This is an optimization exercise on Yosys and OpenROAD, whose aim is small area, not a production implementation. The RTL was checked by simulation tests, not by an equivalence proof against the original design. Power figures rest on the tool's default switching activity, not on a simulated workload.

oak:
Design systolic_array_8x8, start of the top module:
module systolic_array_8x8 #(parameter DEPTH=8, DATA_WIDTH=8, OUT_SELECT_WIDTH=6) (
	input clk, rstn,
	input r_en, w_en,
	input [2:0] row_select,
	input [2:0] col_select,
	input [OUT_SELECT_WIDTH-1:0] out_select,
	input signed [DATA_WIDTH-1:0] in_row,
	input signed [DATA_WIDTH-1:0] in_col,
	output signed [DATA_WIDTH-1:0] mux_data_out,
	output row_fifo_0_full,
	output row_fifo_0_empty,
	output row_fifo_1_full,
	output row_fifo_1_empty,
	output row_fifo_2_full,
	output row_fifo_2_empty,
	output row_fifo_3_full,
	output row_fifo_3_empty,
	output row_fifo_4_full,
	output row_fifo_4_empty,
	output row_fifo_5_full,
	output row_fifo_5_empty,
	output row_fifo_6_full,
	output row_fifo_6_empty,
	output row_fifo_7_full,
	output row_fifo_7_empty,
	output col_fifo_0_full,
	output col_fifo_0_empty,
	output col_fifo_1_full,
	output col_fifo_1_empty,
	output col_fifo_2_full,
	output col_fifo_2_empty,
	output col_fifo_3_full,
	output col_fifo_3_empty,
	output col_fifo_4_full,
	output col_fifo_4_empty,
	output col_fifo_5_full,
	output col_fifo_5_empty,
	output col_fifo_6_full,
	output col_fifo_6_empty,
	output col_fifo_7_full,
	output col_fifo_7_empty
);
	wire [7:0] row_full, row_empty, col_full, col_empty;
	assign row_fifo_0_full = row_full[0];
  ...
Size: roughly 11,000 cells after synthesis, ~72 I/O pins, ~130,000 um2 of cells after synthesis.
Settings: LEC_CHECK=0, CAP_MARGIN=20, CORE_MARGIN=2, CORE_UTILIZATION=60, CTS_BUF_LIST=sky130_fd_sc_hd__clkbuf_16, CTS_CLUSTER_DIAMETER=80, CTS_CLUSTER_SIZE=24, SLEW_MARGIN=20, SYNTH_HIERARCHICAL=1, SYNTH_MINIMUM_KEEP_SIZE=0; clock period 10.0 ns.
run.sh (not shown) runs the stock make flow with config.mk's settings and CLKGATE_MAP_FILE= SYNTH_SCRIPT=/design/flow/synth_recipe.tcl, a recipe that flattens the netlist after the stock synthesis.
Modified inputs, pine compared to oak
==> flow/flow/run.sh (new file) <==
#!/bin/bash
# The standard layout, with power recovery (downsizing of gates off the
# critical paths) after global routing. ORFS's logs stay under orfs/logs.
set -euo pipefail
bash standard.sh RECOVER_POWER=100 finish > standard.log 2>&1
==> flow/standard.sh (new file) <==
#!/bin/bash
# synth_recipe.tcl (not shown) runs the flow's synth.tcl, then flattens the netlist and writes it again
# the make line also repeats each setting of config.mk as NAME=value (left out here)
make -C /OpenROAD-flow-scripts/flow DESIGN_CONFIG=/design/flow/config.mk WORK_HOME=/design/flow/orfs CLKGATE_MAP_FILE= SYNTH_SCRIPT=/design/flow/synth_recipe.tcl "${@:-finish}"
removed: flow/run.sh
--- outcome ---
- Complete run, failing final checks: pine, reason max-capacitance violations, max-slew violations.
- Power in combinational cells delta for pine relative to oak: about 1% lower
- Relative to oak, the final cell area reported for pine is lower.
- Power consumption of pine is on par with oak.
- The fraction of power consumed by the clock network of pine and that of oak are within noise of each other.
- For peak supply drop, pine and oak come out practically identical.
- On wire length, oak tracks pine almost exactly.

========
systolic_array_8x8 again, from the RTL that the note above started with.
Settings: LEC_CHECK=0, CAP_MARGIN=20, CORE_MARGIN=2, CORE_UTILIZATION=60, CTS_BUF_LIST=sky130_fd_sc_hd__clkbuf_16, CTS_CLUSTER_DIAMETER=80, CTS_CLUSTER_SIZE=24, SLEW_MARGIN=20, SYNTH_HIERARCHICAL=1, SYNTH_MINIMUM_KEEP_SIZE=0; clock period 10.0 ns.
standard.sh (not shown) runs the stock make flow with config.mk's settings and CLKGATE_MAP_FILE= SYNTH_SCRIPT=/design/flow/synth_recipe.tcl, a recipe that flattens the netlist after the stock synthesis.
==> flow/flow/run.sh <==
#!/bin/bash
# The standard layout, except that synthesis maps the logic with
# flow/abc.script: synth_recipe.tcl with an abc wrapper (flow/abc_proc.tcl)
# inserted after its first line. Everything else, registers included, is
# the standard synthesis and layout. make's output goes to standard.log,
# each ORFS step's log to orfs/logs/.
set -euo pipefail
export FLOW_ABC_SCRIPT="$PWD/flow/abc.script"
{ head -n 1 synth_recipe.tcl; cat flow/abc_proc.tcl; tail -n +2 synth_recipe.tcl; } > synth_abc.tcl
bash standard.sh SYNTH_SCRIPT="$PWD/synth_abc.tcl" finish > standard.log 2>&1
==> flow/flow/abc.script <==
&get -n
&st
&dch
&nf -R 1000
&st
&syn2
&if -g -K 6
&synch2
&nf -R 1000
&st
&syn2
&if -g -K 6
&synch2
&nf -R 1000
&st
&syn2
&if -g -K 6
&synch2
&nf -R 1000
&st
&syn2
&if -g -K 6
&synch2
&nf -R 1000
&st
&syn2
&if -g -K 6
&synch2
&nf -R 1000
&put
==> flow/flow/abc_proc.tcl <==
# Use this flow's ABC script (ORFS's speed script without its final buffering
# and gate upsizing, with more area recovery) for the technology mapping.
proc abc {args} {
  set i [lsearch -exact $args -script]
  if { $i >= 0 } {
    set args [lreplace $args [expr {$i + 1}] [expr {$i + 1}] $::env(FLOW_ABC_SCRIPT)]
  }
  yosys abc {*}$args
}
Rerun with:
==> flow/flow/run.sh (replaced) <==
#!/bin/bash
# The standard layout (standard.sh) with three changes:
# - synthesis maps the logic with flow/abc.script: synth_recipe.tcl with an
#   abc wrapper (flow/abc_proc.tcl) inserted after its first line; the rest,
#   registers included, is the standard synthesis;
# - port buffers are buf_1 cells;
# - clock tree synthesis without dummy loads (same clustering as config.mk).
# make's output goes to standard.log, each ORFS step's log to orfs/logs/.
set -euo pipefail
export FLOW_ABC_SCRIPT="$PWD/flow/abc.script"
{ head -n 1 synth_recipe.tcl; cat flow/abc_proc.tcl; tail -n +2 synth_recipe.tcl; } > synth_abc.tcl
bash standard.sh SYNTH_SCRIPT="$PWD/synth_abc.tcl" \
  BUFFER_PORTS_ARGS="-buffer_cell sky130_fd_sc_hd__buf_1" \
  CTS_ARGS="-sink_clustering_enable -repair_clock_nets -sink_clustering_size 24 -sink_clustering_max_diameter 100 -buf_list sky130_fd_sc_hd__clkbuf_16 -dont_use_dummy_load" \
  finish > standard.log 2>&1
- CORE_UTILIZATION: 60 -> 70
- CTS_CLUSTER_DIAMETER: 80 -> 100
=> Wire length drops by 3.4%; power came out lower by about 7%; clock skew went up by 0.037 ns; area after synthesis stays the same; synthesized cell count is unchanged; cell area drops by 2.1%; global-route usage climbs by 4.2 points.

==> static timing again, ports no longer ideal <==
No port has a modelled driver above. Below, the same layouts with a new extraction and two added sets of constraints. Step 1 sets driving cells, clkbuf_16 on the clock port and buf_2 on the other inputs (assumed; they add their load-dependent delay and slew). Step 2 moves the port delays by t, midway between the first and last clock arrival at a register: inputs arrive t later, outputs are due t later. That takes back most of the time a late clock gives input paths. a / b / c = ideal / step 1 / step 2; a / b = the first two.
| run | shift t [ns] | slack for setup (ns) | clock arrival spread, ns | worst register clock-pin slew, ns |
|---|---|---|---|---|
| oak | 0.901 | 1.310 / 1.099 / 1.099 | 0.029 / 0.029 | 0.10 / 0.10 |
| pine | 0.901 | 0.606 / 0.391 / 0.391 | 0.030 / 0.031 | 0.10 / 0.10 |
| the first run of note 2 | 0.925 | 1.508 / 1.344 / 1.344 | 0.047 / 0.046 | 0.10 / 0.10 |
| the second run of note 2 | 0.866 | 2.306 / 2.122 / 2.122 | 0.084 / 0.084 | 0.10 / 0.10 |
For pine, which loses most, drivers alone change the setup slack by -0.215 ns; drivers and shift together by -0.215 ns.
